What follows belongs to an exercise in optimizing a design on an open flow for small area, a short achievable clock period and few clock cycles per item; a production flow would make more cautious choices. Function was checked by simulation only, so behaviour that the tests miss may differ from the original.

## multipli
module multipli
#(parameter int N = 32)
(
	input  logic                        CLOCK,
	input  logic                        RESET,
	input  logic                        START,
	input  logic signed [N-1:0]         A,B,
	output logic signed [2*N-1:0]       S,
	output logic                        END_MULT
);
Settings: LEC_CHECK=0, ABC_AREA=1, CAP_MARGIN=20, CORE_MARGIN=2, CORE_UTILIZATION=40, SETUP_SLACK_MARGIN=1.0, SLEW_MARGIN=20; clock period 5.0 ns.
standard.sh (not shown) runs the stock make flow with config.mk's settings and CLKGATE_MAP_FILE= SYNTH_SCRIPT=/design/flow/synth_recipe.tcl, a recipe that flattens the netlist after the stock synthesis.
==> flow/flow/run.sh <==
#!/bin/bash
# Layout flow: the standard flow (standard.sh), with the port buffers
# that global placement inserts made from sky130_fd_sc_hd__buf_1 instead of
# the default pick; the resizer upsizes them where timing or slew needs it.
set -e
export BUFFER_PORTS_ARGS="-buffer_cell sky130_fd_sc_hd__buf_1"
bash standard.sh > standard.log 2>&1
The first run finished with timing, DRC and antenna clean.
Testbench counts at the start, summed over its fixed seeds: cycles 7,992, items 1,600.
==> next run, changes <==
--- a/flow/config.mk
+++ b/flow/config.mk
@@ -11,3 +11,2 @@
 export CORE_UTILIZATION = 40
-export SETUP_SLACK_MARGIN = 1.0
 export SLEW_MARGIN = 20
What happened: The new run completed with no timing, DRC or antenna violations; via count falls slightly; global-route usage hardly moves; die area does not change; area after synthesis stays the same; core utilization falls by 0.30 points; critical path depth does not change; sequential share of layout area rises by 0.16 points.

Starting RTL as in the previous note.
## multipli
module multipli
#(parameter int N = 32)
(
	input  logic                        CLOCK,
	input  logic                        RESET,
	input  logic                        START,
	input  logic signed [N-1:0]         A,B,
	output logic signed [2*N-1:0]       S,
	output logic                        END_MULT
);
clock: 5.0 ns
lec_check: 0
cap_margin: 20
core_margin: 2
core_utilization: 40
slew_margin: 20
Scripts as last shown in full above: flow/flow/run.sh
Testbench counts at the start, summed over its fixed seeds: cycles 7,992, items 1,600.
==> next run, changes <==
Settings changed: SETUP_SLACK_MARGIN set to 0.8.
The changed run went through all stages and came out clean; sequential cell count is unchanged; die area is unchanged; worst setup slack improved by 0.13 ns; first-iteration DRC count hardly moves; via count increases by about 0.65%; synthesized cell count is unchanged; non-clock buffer count increases by 6; synthesized area does not change.

build 74:
Another version of the RTL of multipli (not shown whole).
Size in the first run: about 960 cells after synthesis, about 110 flip-flops.
clock: 5.0 ns
lec_check: 0
cap_margin: 20
core_margin: 2
core_utilization: 40
slew_margin: 20
Scripts as last shown in full above: flow/flow/run.sh
Testbench counts of build 74, summed over its fixed seeds: cycles 7,992, items 1,600.
Inputs modified between build 74 and build 5:
diff --git a/flow/config.mk b/flow/config.mk
--- a/flow/config.mk
+++ b/flow/config.mk
@@ -9,3 +9,4 @@
 export CORE_MARGIN = 2
-export CORE_UTILIZATION = 40
+export CORE_UTILIZATION = 60
+export PLACE_DENSITY = 0.75
 export SLEW_MARGIN = 20
==> comparison <==
Against build 74 as the reference, build 5 delivers a lower first-iteration DRC count.
Delta (build 5 minus build 74): clock-pin transition on the worst setup and hold timing paths roughly the same, maximum number of pins on one net before global-route repair higher.
From build 74 to build 5 the numbers moved as follows: number of max-slew violations in the final report held steady; post-route cell area lower; x dimension of the die now smaller; depth of the critical timing path with buffers and inverters included moved down.
In build 5 relative to build 74, total of fill cells in the finished design had gone down by more than a quarter.
Build 5 leaves less setup margin than build 74.
Edits applied to the flow inputs when going from build 5 to build 75:
==> flow/run.sh (new file) <==
#!/bin/bash
# synth_recipe.tcl (not shown) runs the flow's synth.tcl, then flattens the netlist and writes it again
# the make line also repeats each setting of config.mk as NAME=value (left out here)
make -C /OpenROAD-flow-scripts/flow DESIGN_CONFIG=/design/flow/config.mk WORK_HOME=/design/flow/orfs CLKGATE_MAP_FILE= SYNTH_SCRIPT=/design/flow/synth_recipe.tcl finish
diff --git a/flow/config.mk b/flow/config.mk
--- a/flow/config.mk
+++ b/flow/config.mk
@@ -9,4 +9,3 @@
 export CORE_MARGIN = 2
-export CORE_UTILIZATION = 60
-export PLACE_DENSITY = 0.75
+export CORE_UTILIZATION = 40
 export SLEW_MARGIN = 20
removed: flow/flow/run.sh
removed: flow/standard.sh
Findings:
- Every stage of the flow completed for build 75, and the final layout passed the timing, DRC and antenna checks.
- Global routing met1 resource utilization delta for build 75 relative to build 5: 12 points lower
- Remaining number of nets flagged by the antenna check after routing: build 75 vs build 5, no meaningful difference
- Setup WNS build 5 -> build 75: worse
- Measured against each other, build 75 and build 5 differ in sequential share of layout area, the lower figure coming from build 75.
Modified inputs, build 41 compared to build 75
==> flow/flow/run.sh (new file) <==
#!/bin/bash
# Layout flow: the standard flow (standard.sh), with the port buffers
# that global placement inserts made from sky130_fd_sc_hd__buf_1 instead of
# the default pick; the resizer upsizes them where timing or slew needs it.
set -e
export BUFFER_PORTS_ARGS="-buffer_cell sky130_fd_sc_hd__buf_1"
bash standard.sh > standard.log 2>&1
==> flow/standard.sh (new file) <==
#!/bin/bash
# synth_recipe.tcl (not shown) runs the flow's synth.tcl, then flattens the netlist and writes it again
# the make line also repeats each setting of config.mk as NAME=value (left out here)
make -C /OpenROAD-flow-scripts/flow DESIGN_CONFIG=/design/flow/config.mk WORK_HOME=/design/flow/orfs CLKGATE_MAP_FILE= SYNTH_SCRIPT=/design/flow/synth_recipe.tcl "${@:-finish}"
diff --git a/flow/config.mk b/flow/config.mk
--- a/flow/config.mk
+++ b/flow/config.mk
@@ -10,2 +10,3 @@
 export CORE_UTILIZATION = 40
+export SETUP_SLACK_MARGIN = 0.4
 export SLEW_MARGIN = 20
removed: flow/run.sh
==> summary.txt <==
Relative to build 75, the data required time at the worst endpoint of build 41 is higher by 1100 ps. Changes observed in build 41 relative to build 75: wire length rose 3.8%; global placement routability congestion rose 5.9%. Against build 75, detailed-route wire length per cell in build 41 rose by a few percent. From build 75 to build 41 the numbers moved as follows: flip-flop and latch count held; critical path depth moved up; synthesized area closely matched the old numbers. Build 41 can be clocked faster than build 75.

re-timing with driven ports:
Ports are ideal in the flow. The routed layouts listed here were re-timed in OpenROAD.
Step 1 assumes that a clkbuf_16 drives the clock port and a buf_2 every other input.
Step 2 times the ports against the registers' clock, not the clock port: input delays grow and output delays shrink by t, the midpoint of the rising clock arrivals with the driver on.
a / b / c = ideal / step 1 / step 2; a / b = the first two.
run | shift t [ns] | setup slack, ns | worst setup path at the end | worst data-port slew with drivers (ns)
the first run of note 1 | 0.413 | 1.166 / 1.120 / 0.831 | input to register | 0.06
the second run of note 1 | 0.408 | 0.884 / 0.884 / 0.597 | input to register | 0.06
the first run of note 2 | 0.398 | 0.717 / 0.672 / 0.664 | input to register | 0.08
the second run of note 2 | 0.397 | 0.847 / 0.803 / 0.664 | input to register | 0.09
build 74 | 0.410 | 0.569 / 0.569 / 0.520 | input to register | 0.08
build 5 | 0.400 | 0.481 / 0.481 / 0.466 | input to register | 0.06
build 75 | 0.405 | 0.295 / 0.247 / 0.441 | input to register | 0.06
build 41 | 0.410 | 0.604 / 0.604 / 0.574 | input to register | 0.08
After both steps every run listed still meets setup and hold. The setup slack of the first run of note 1, which loses most, moves by -0.046 ns with the drivers and by -0.335 ns with both steps.
